From an optimization exercise on the open Yosys and OpenROAD flow, aimed at small area, a short achievable clock period and few clock cycles; shortcuts taken in it are not production practice.
At most, simulation tests tie the RTL to the original design; equivalence was not proved.

Design Milestone_1, start of the top module:
module Milestone_1 (
		input logic Clock_50,
		input logic Resetn,
		input logic M1_Start,
		input logic [15:0] SRAM_read_data,
		output logic M1_Finish,
		output logic [15:0] M1_write_data,
		output logic [17:0] M1_address,
		output logic M1_we_n
);
For scale: about 2300 cells after synthesis, ~55 I/O pins, roughly 25000 µm² of cells after synthesis.
clock: 12.0 ns
lec_check: 0
cap_margin: 20
core_margin: 2
core_utilization: 40
place_density: 0.6
slew_margin: 20
standard.sh (not shown) runs the stock make flow with config.mk's settings and CLKGATE_MAP_FILE= SYNTH_SCRIPT=/design/flow/synth_recipe.tcl, a recipe that flattens the netlist after the stock synthesis.
==> flow/flow/run.sh <==
#!/bin/bash
# Standard layout, but with timing repair aiming for extra setup slack
# (the clock period and constraints stay the design's).
set -euo pipefail
MARGIN=${MARGIN:-10}
bash standard.sh SETUP_SLACK_MARGIN=$MARGIN finish > standard_flow.log 2>&1
The starting point passed the timing, DRC and antenna checks.
Then changed:
==> flow/flow/run.sh (replaced) <==
#!/bin/bash
# Standard layout, but with timing repair aiming for extra setup slack
# (the clock period and constraints stay the design's).
set -euo pipefail
MARGIN=${MARGIN:-6}
bash standard.sh SETUP_SLACK_MARGIN=$MARGIN finish > standard_flow.log 2>&1
Routed wire length is lower by about 18%.
Cell area drops by about 19%.
Flip-flop and latch count stays the same.
First-iteration DRC count shrinks by about 6%.
Clock-buffer cell count rose by 8.
Setup slack is worse by 750 ps.
Then changed:
==> flow/flow/run.sh (replaced) <==
#!/bin/bash
# Standard layout, but with timing repair aiming for extra setup slack
# (the clock period and constraints stay the design's).
set -euo pipefail
MARGIN=${MARGIN:-8}
bash standard.sh SETUP_SLACK_MARGIN=$MARGIN finish > standard_flow.log 2>&1
- The new run completed with no timing, DRC or antenna violations
- routed wire length rises by 5.8%
- final cell count grows by 2.7%
- setup slack improved by 820 ps
- count of clock-buffer cells in the layout stays the same
- maximum frequency increases by 18%
- die area stays the same
Function was not checked in any run of this note: the RTL went through the layout flow alone.

Setup of P:
Milestone_1, a different RTL version from the one above (not shown whole).
For scale: ~390 flip-flops, ~55 I/O pins, about 25000 µm² of cells after synthesis.
Design Milestone_1, start of the top module:
module Milestone_1 (
		input logic Clock_50,
		input logic Resetn,
		input logic M1_Start,
		input logic [15:0] SRAM_read_data,
		output logic M1_Finish,
		output logic [15:0] M1_write_data,
		output logic [17:0] M1_address,
		output logic M1_we_n
);
clock: 12.0 ns
lec_check: 0
cap_margin: 20
core_margin: 2
core_utilization: 40
place_density: 0.6
slew_margin: 20
==> flow/flow/run.sh <==
#!/bin/bash
# Standard layout with two changes to how it is made (the clock period and
# constraints stay the design's): timing repair aims for extra setup slack,
# and the port buffers are plain buffers (buf_2) rather than the resizer's
# default pick.
set -euo pipefail
MARGIN=${MARGIN:-7.75}
bash standard.sh SETUP_SLACK_MARGIN=$MARGIN "BUFFER_PORTS_ARGS=-buffer_cell sky130_fd_sc_hd__buf_2" finish > standard_flow.log 2>&1
Testbench counts of P, summed over its fixed seeds: cycles 774,760.
Here is what was changed in the inputs of Q compared with P.
-- flow/flow/run.sh --
<<< P, line 5
# default pick.
set -euo pipefail
MARGIN=${MARGIN:-7.75}
bash standard.sh SETUP_SLACK_MARGIN=$MARGIN "BUFFER_PORTS_ARGS=-buffer_cell sky130_fd_sc_hd__buf_2" finish > standard_flow.log 2>&1
>>> Q, line 5
# default pick.
set -euo pipefail
MARGIN=${MARGIN:-8}
bash standard.sh SETUP_SLACK_MARGIN=$MARGIN "BUFFER_PORTS_ARGS=-buffer_cell sky130_fd_sc_hd__buf_2" finish > standard_flow.log 2>&1
Results
- Looking at setup slack of the critical path after layout across both flows, Q is the stronger of the two, with P trailing.
- [Q vs P] post-route minimum period: lower in Q
- The final reports for Q and P show synthesis-to-finish area growth higher in the former.
- The combined global-route utilization of all metal layers was comparable across P and Q.
[inputs] R vs Q
Settings: changing PLACE_DENSITY from 0.6 to 0.7; changing CORE_UTILIZATION from 40 to 55.
-- flow/flow/run.sh --
<<< Q, line 5
# default pick.
set -euo pipefail
MARGIN=${MARGIN:-8}
bash standard.sh SETUP_SLACK_MARGIN=$MARGIN "BUFFER_PORTS_ARGS=-buffer_cell sky130_fd_sc_hd__buf_2" finish > standard_flow.log 2>&1
>>> R, line 5
# default pick.
set -euo pipefail
MARGIN=${MARGIN:-8.25}
bash standard.sh SETUP_SLACK_MARGIN=$MARGIN "BUFFER_PORTS_ARGS=-buffer_cell sky130_fd_sc_hd__buf_2" finish > standard_flow.log 2>&1
### Flow results
Taking Q as the reference, in R arrival time of the worst setup path now sits lower, register fraction of the total cell area now sits at about the same level, cell area after synthesis now sits at about the same level.
R against Q; routed wire length is up slightly.
Count of non-CTS buffers in the layout in R is 17 higher than in Q
Inputs modified between R and S:
Settings: PLACE_DENSITY now 0.6, was 0.7; CORE_UTILIZATION now 40, was 55.
-- flow/flow/run.sh --
<<< R, line 5
# default pick.
set -euo pipefail
MARGIN=${MARGIN:-8.25}
bash standard.sh SETUP_SLACK_MARGIN=$MARGIN "BUFFER_PORTS_ARGS=-buffer_cell sky130_fd_sc_hd__buf_2" finish > standard_flow.log 2>&1
>>> S, line 5
# default pick.
set -euo pipefail
MARGIN=${MARGIN:-8.1}
bash standard.sh SETUP_SLACK_MARGIN=$MARGIN "BUFFER_PORTS_ARGS=-buffer_cell sky130_fd_sc_hd__buf_2" finish > standard_flow.log 2>&1
## What came out
For fraction of area in registers, S and R come out practically identical. Delta(number of gates resized after cts, S - R) < 0.
diff inputs: S => T
Settings: CORE_UTILIZATION: 40 -> 55; PLACE_DENSITY: 0.6 -> 0.7.
-- flow/flow/run.sh --
<<< S, line 5
# default pick.
set -euo pipefail
MARGIN=${MARGIN:-8.1}
bash standard.sh SETUP_SLACK_MARGIN=$MARGIN "BUFFER_PORTS_ARGS=-buffer_cell sky130_fd_sc_hd__buf_2" finish > standard_flow.log 2>&1
>>> T, line 5
# default pick.
set -euo pipefail
MARGIN=${MARGIN:-8}
bash standard.sh SETUP_SLACK_MARGIN=$MARGIN "BUFFER_PORTS_ARGS=-buffer_cell sky130_fd_sc_hd__buf_2" finish > standard_flow.log 2>&1
Taking S as the reference, in T sequential share of cell area now sits higher; number of logic stages on the critical path including buffering fell 2; count of clock-buffer cells in the layout went up 1.8%; wire length dropped about 3%.

Another version of the RTL of Milestone_1 (not shown whole).
Size: about 2,300 cells after synthesis, about 340 flip-flops, roughly 25,000 sq um of cells after synthesis.
==> flow/design.v (excerpt) <==
module Milestone_1 (
		input logic Clock_50,
		input logic Resetn,
		input logic M1_Start,
		input logic [15:0] SRAM_read_data,
		output logic M1_Finish,
		output logic [15:0] M1_write_data,
		output logic [17:0] M1_address,
		output logic M1_we_n
);
export LEC_CHECK = 0
export CAP_MARGIN = 20
export CORE_MARGIN = 2
export CORE_UTILIZATION = 40
export PLACE_DENSITY = 0.6
export SLEW_MARGIN = 20
create_clock -name core_clock -period 12.0 [get_ports {Clock_50}]
run.sh (not shown) runs the stock make flow with config.mk's settings and CLKGATE_MAP_FILE= SYNTH_SCRIPT=/design/flow/synth_recipe.tcl, a recipe that flattens the netlist after the stock synthesis.
Stock flow here: none of the scripts above is used.
Rerun with:
--- a/flow/config.mk
+++ b/flow/config.mk
@@ -10,2 +10,2 @@
-export CORE_UTILIZATION = 40
-export PLACE_DENSITY = 0.6
+export CORE_UTILIZATION = 65
+export PLACE_DENSITY = 0.75
After rerunning: Synthesized cell count does not change. Routed wire length is lower by 3.4%. Die area falls by 38%. Worst setup slack degrades by 0.032 ns. First-iteration DRC count rose by 8.5%. Count of clock-buffer cells in the layout increases by 10. Register-to-register slack degrades by 0.03 ns. Area after synthesis stays the same. Design area decreases by 1.7%. Fmax decreases by 0.61%. Worst hold slack is worse by 0.010 ns.
Rerun with:
==> flow/flow/run.sh (new file) <==
#!/bin/bash
# Standard layout, but with timing repair aiming for extra setup slack
# (the clock period and constraints stay the design's).
set -euo pipefail
MARGIN=${MARGIN:-8}
bash standard.sh SETUP_SLACK_MARGIN=$MARGIN finish > standard_flow.log 2>&1
==> flow/standard.sh (new file) <==
#!/bin/bash
# synth_recipe.tcl (not shown) runs the flow's synth.tcl, then flattens the netlist and writes it again
# the make line also repeats each setting of config.mk as NAME=value (left out here)
make -C /OpenROAD-flow-scripts/flow DESIGN_CONFIG=/design/flow/config.mk WORK_HOME=/design/flow/orfs CLKGATE_MAP_FILE= SYNTH_SCRIPT=/design/flow/synth_recipe.tcl "${@:-finish}"
--- a/flow/config.mk
+++ b/flow/config.mk
@@ -10,2 +10,2 @@
-export CORE_UTILIZATION = 65
-export PLACE_DENSITY = 0.75
+export CORE_UTILIZATION = 40
+export PLACE_DENSITY = 0.6
removed: flow/run.sh
Effect: Die area increases by 61%; register-to-register slack improves by 0.73 ns; worst hold slack improves by 0.043 ns; worst setup slack improves by 0.73 ns; cell area increases by 5.7%; non-clock buffer count increases by 50.
Function was not checked in any run of this note: the RTL went through the layout flow alone.

== old ==
Milestone_1, a different RTL version from the one above (not shown whole).
Size: ~2400 cells after synthesis, roughly 390 flip-flops, about 55 I/O pins, ~0.025 mm2 of cells after synthesis.
export LEC_CHECK = 0
export CAP_MARGIN = 20
export CORE_MARGIN = 2
export CORE_UTILIZATION = 40
export CTS_BUF_LIST = sky130_fd_sc_hd__clkbuf_8
export CTS_CLUSTER_SIZE = 30
export PLACE_DENSITY = 0.6
export SLEW_MARGIN = 20
create_clock -name core_clock -period 12.0 [get_ports {Clock_50}]
standard.sh (not shown) runs the stock make flow with config.mk's settings and CLKGATE_MAP_FILE= SYNTH_SCRIPT=/design/flow/synth_recipe.tcl, a recipe that flattens the netlist after the stock synthesis.
==> flow/flow/run.sh <==
#!/bin/bash
# Standard layout with two changes to how it is made (the clock period and
# constraints stay the design's): timing repair aims for extra setup slack,
# and the port buffers are plain buffers (buf_2) rather than the resizer's
# default pick.
set -euo pipefail
MARGIN=${MARGIN:-8}
bash standard.sh SETUP_SLACK_MARGIN=$MARGIN "BUFFER_PORTS_ARGS=-buffer_cell sky130_fd_sc_hd__buf_2" finish > standard_flow.log 2>&1
Testbench counts of old, summed over its fixed seeds: cycles 774,760.
Here is what was changed in the inputs of new compared with old.
Settings: PLACE_DENSITY: 0.6 -> 0.85; CTS_CLUSTER_SIZE: 30 -> unset; CORE_UTILIZATION: 40 -> 70; CTS_BUF_LIST: sky130_fd_sc_hd__clkbuf_8 -> unset.
## What came out
Between old and new, sequential cell area share is lower for old, new comes in above that. Clock-buffer cell count on new is down relative to old. Delta (new minus old): synthesized area did not really move, post-synthesis to final-layout area growth shrank by 1.1 points. new vs old: tap cell count down.

Milestone_1, a different RTL version from the one above (not shown whole).
Size in the first run: about 2200 cells after synthesis, roughly 350 flip-flops, ~55 I/O pins, about 0.024 sq mm of cells after synthesis.
==> flow/config.mk <==
export PLATFORM = sky130hd
export DESIGN_NAME = Milestone_1
export DESIGN_NICKNAME = Milestone_1
export VERILOG_FILES = /design/flow/design.v
export SDC_FILE = /design/flow/constraint.sdc
export NUM_CORES = 4
export LEC_CHECK = 0
export CAP_MARGIN = 20
export CORE_MARGIN = 2
export CORE_UTILIZATION = 40
export PLACE_DENSITY = 0.6
export SLEW_MARGIN = 20
==> flow/constraint.sdc <==
create_clock -name core_clock -period 12.0 [get_ports {Clock_50}]
set_input_delay 2.4000 -clock core_clock [delete_from_list [all_inputs] [get_ports {Clock_50}]]
set_output_delay 2.4000 -clock core_clock [all_outputs]
set_load 0.01 [all_outputs]
==> flow/flow/run.sh <==
#!/bin/bash
# Standard layout, but with timing repair aiming for extra setup slack
# (the clock period and constraints stay the design's).
set -euo pipefail
MARGIN=${MARGIN:-8}
bash standard.sh SETUP_SLACK_MARGIN=$MARGIN finish > standard_flow.log 2>&1
The baseline passed the timing, DRC and antenna checks.
Change:
==> flow/flow/run.sh (replaced) <==
#!/bin/bash
# Standard layout with two changes to how it is made (the clock period and
# constraints stay the design's): timing repair aims for extra setup slack,
# and the port buffers are plain buffers (buf_2) rather than the resizer's
# default pick.
set -euo pipefail
MARGIN=${MARGIN:-8}
bash standard.sh SETUP_SLACK_MARGIN=$MARGIN "BUFFER_PORTS_ARGS=-buffer_cell sky130_fd_sc_hd__buf_2" finish > standard_flow.log 2>&1
Global-route usage hardly moves.
Design area drops by 1.8%.
Hold slack improves by 0.0050 ns.
No run of this note included a check of the RTL's function; only the layout flow was run.

Milestone_1, a different RTL version from the one above (not shown whole).
Size: about 2300 cells after synthesis, roughly 370 flip-flops, roughly 55 I/O pins, about 0.025 mm² of cells after synthesis.
==> flow/config.mk <==
export PLATFORM = sky130hd
export DESIGN_NAME = Milestone_1
export DESIGN_NICKNAME = Milestone_1
export VERILOG_FILES = /design/flow/design.v
export SDC_FILE = /design/flow/constraint.sdc
export NUM_CORES = 4
export LEC_CHECK = 0
export CAP_MARGIN = 20
export CORE_MARGIN = 2
export CORE_UTILIZATION = 40
export PLACE_DENSITY = 0.6
export SLEW_MARGIN = 20
==> flow/constraint.sdc <==
create_clock -name core_clock -period 12.0 [get_ports {Clock_50}]
set_input_delay 2.4000 -clock core_clock [delete_from_list [all_inputs] [get_ports {Clock_50}]]
set_output_delay 2.4000 -clock core_clock [all_outputs]
set_load 0.01 [all_outputs]
==> flow/flow/run.sh <==
#!/bin/bash
# Standard layout, but with timing repair aiming for extra setup slack
# (the clock period and constraints stay the design's).
set -euo pipefail
MARGIN=${MARGIN:-8}
bash standard.sh SETUP_SLACK_MARGIN=$MARGIN finish > standard_flow.log 2>&1
==> next run, changes <==
==> flow/flow/run.sh (replaced) <==
#!/bin/bash
# Standard layout with two changes to how it is made (the clock period and
# constraints stay the design's): timing repair aims for extra setup slack,
# and the port buffers are plain buffers (buf_2) rather than the resizer's
# default pick.
set -euo pipefail
MARGIN=${MARGIN:-8}
bash standard.sh SETUP_SLACK_MARGIN=$MARGIN "BUFFER_PORTS_ARGS=-buffer_cell sky130_fd_sc_hd__buf_2" finish > standard_flow.log 2>&1
The new run finished with timing, DRC and antenna clean.
Area after synthesis does not change.
Cell area barely changes.
Routed wire length rose slightly.
No run of this note included a check of the RTL's function; only the layout flow was run.

RTL: one of the versions met above, not the one the previous note started from.
Size: ~2,400 cells after synthesis, roughly 55 I/O pins, roughly 0.025 mm^2 of cells after synthesis.
## Milestone_1
module Milestone_1 (
		input logic Clock_50,
		input logic Resetn,
		input logic M1_Start,
		input logic [15:0] SRAM_read_data,
		output logic M1_Finish,
		output logic [15:0] M1_write_data,
		output logic [17:0] M1_address,
		output logic M1_we_n
);
export LEC_CHECK = 0
export CAP_MARGIN = 20
export CORE_MARGIN = 2
export CORE_UTILIZATION = 40
export PLACE_DENSITY = 0.6
export SLEW_MARGIN = 20
create_clock -name core_clock -period 12.0 [get_ports {Clock_50}]
==> flow/flow/run.sh <==
#!/bin/bash
# Standard layout with two changes to how it is made (the clock period and
# constraints stay the design's): timing repair aims for extra setup slack,
# and the port buffers are plain buffers (buf_2) rather than the resizer's
# default pick.
set -euo pipefail
MARGIN=${MARGIN:-9}
bash standard.sh SETUP_SLACK_MARGIN=$MARGIN "BUFFER_PORTS_ARGS=-buffer_cell sky130_fd_sc_hd__buf_2" finish > standard_flow.log 2>&1
The baseline went through all stages and came out clean.
Testbench counts at the start, summed over its fixed seeds: cycles 774,760.
Next try:
--- a/flow/flow/run.sh
+++ b/flow/flow/run.sh
@@ -6,3 +6,3 @@
 set -euo pipefail
-MARGIN=${MARGIN:-9}
+MARGIN=${MARGIN:-8}
 bash standard.sh SETUP_SLACK_MARGIN=$MARGIN "BUFFER_PORTS_ARGS=-buffer_cell sky130_fd_sc_hd__buf_2" finish > standard_flow.log 2>&1
Settings changed: CORE_UTILIZATION 40 to 60, PLACE_DENSITY 0.6 to 0.75.
Outcome: The new run completed without violations. Via count falls by about 3%. Sequential share of layout area increases by 4.0 points. Cell area came out lower by about 12%. Register-to-register slack loses 0.17 ns. Area after synthesis does not change. Die area goes down by about 33%. Maximum frequency is lower by 4.3%. Synthesized cell count does not change.
Next try:
Settings changed: CORE_UTILIZATION 60 to 40, CTS_BUF_LIST set to sky130_fd_sc_hd__clkbuf_4 sky130_fd_sc_hd__clkbuf_8, PLACE_DENSITY 0.75 to 0.6.
=> The changed run passed the timing, DRC and antenna checks. Cell area goes up by 2.0%. Routed wire length goes up by 5.3%. Maximum frequency goes up by 2.1%. Via count goes down by 1.0%.

## separate check: timing with driven ports
Ports are ideal in the flow. The routed layouts listed here were re-timed in OpenROAD.
Step 1 sets driving cells, clkbuf_16 on the clock port and buf_2 on the other inputs (assumed; they add their load-dependent delay and slew).
Step 2 times the ports against the registers' clock, not the clock port: input delays grow and output delays shrink by t, the midpoint of the rising clock arrivals with the driver on.
a / b / c = ideal ports / drivers / drivers and shift; a / b = the first two.
run	t (ns)	setup WS [ns]	hold slack, ns	worst setup path at the end	latest minus earliest clock arrival (ns)
the first run of note 1	0.629	7.460 / 7.460 / 7.460	0.326 / 0.326 / 0.326	register to register	0.039 / 0.039
the second run of note 1	0.621	6.708 / 6.708 / 6.708	0.325 / 0.325 / 0.325	register to register	0.044 / 0.045
the third run of note 1	0.616	7.524 / 7.524 / 7.524	0.326 / 0.326 / 0.326	register to register	0.036 / 0.036
P	0.633	7.974 / 7.974 / 7.974	0.336 / 0.336 / 0.336	register to register	0.029 / 0.029
Q	0.619	8.121 / 8.121 / 8.121	0.333 / 0.333 / 0.333	register to register	0.033 / 0.033
R	0.619	8.289 / 8.289 / 8.217	0.336 / 0.336 / 0.336	input to register	0.020 / 0.019
S	0.629	8.212 / 8.212 / 8.212	0.330 / 0.330 / 0.330	register to register	0.036 / 0.036
T	0.607	8.126 / 8.126 / 8.126	0.326 / 0.326 / 0.326	register to register	0.028 / 0.028
the first run of note 3	0.620	6.827 / 6.827 / 6.827	0.346 / 0.346 / 0.346	register to register	0.028 / 0.028
the second run of note 3	0.578	6.795 / 6.795 / 6.795	0.336 / 0.336 / 0.336	register to register	0.023 / 0.022
the third run of note 3	0.615	7.525 / 7.525 / 7.525	0.379 / 0.379 / 0.379	register to register	0.015 / 0.015
old	0.704	8.038 / 8.038 / 8.038	0.325 / 0.325 / 0.325	register to register	0.049 / 0.049
new	0.631	7.988 / 7.988 / 7.988	0.326 / 0.326 / 0.326	register to register	0.033 / 0.034
the first run of note 5	0.619	7.968 / 7.968 / 7.968	0.327 / 0.327 / 0.327	register to register	0.022 / 0.023
the second run of note 5	0.631	7.903 / 7.903 / 7.903	0.332 / 0.332 / 0.332	register to register	0.028 / 0.028
the first run of note 6	0.619	7.980 / 7.980 / 7.767	0.328 / 0.328 / 0.328	input to register	0.027 / 0.027
the second run of note 6	0.640	7.964 / 7.964 / 7.964	0.325 / 0.325 / 0.325	register to register	0.053 / 0.052
the first run of note 7	0.639	8.165 / 8.165 / 8.165	0.330 / 0.330 / 0.330	register to register	0.039 / 0.039
the second run of note 7	0.623	7.992 / 7.992 / 7.992	0.326 / 0.326 / 0.326	register to register	0.017 / 0.017
the third run of note 7	0.706	8.076 / 8.076 / 8.076	0.326 / 0.326 / 0.326	register to register	0.054 / 0.054
After both steps setup and hold are still met in every run listed. For the first run of note 6, which loses most, drivers alone change the setup slack by 0.000 ns; drivers and shift together by -0.213 ns.
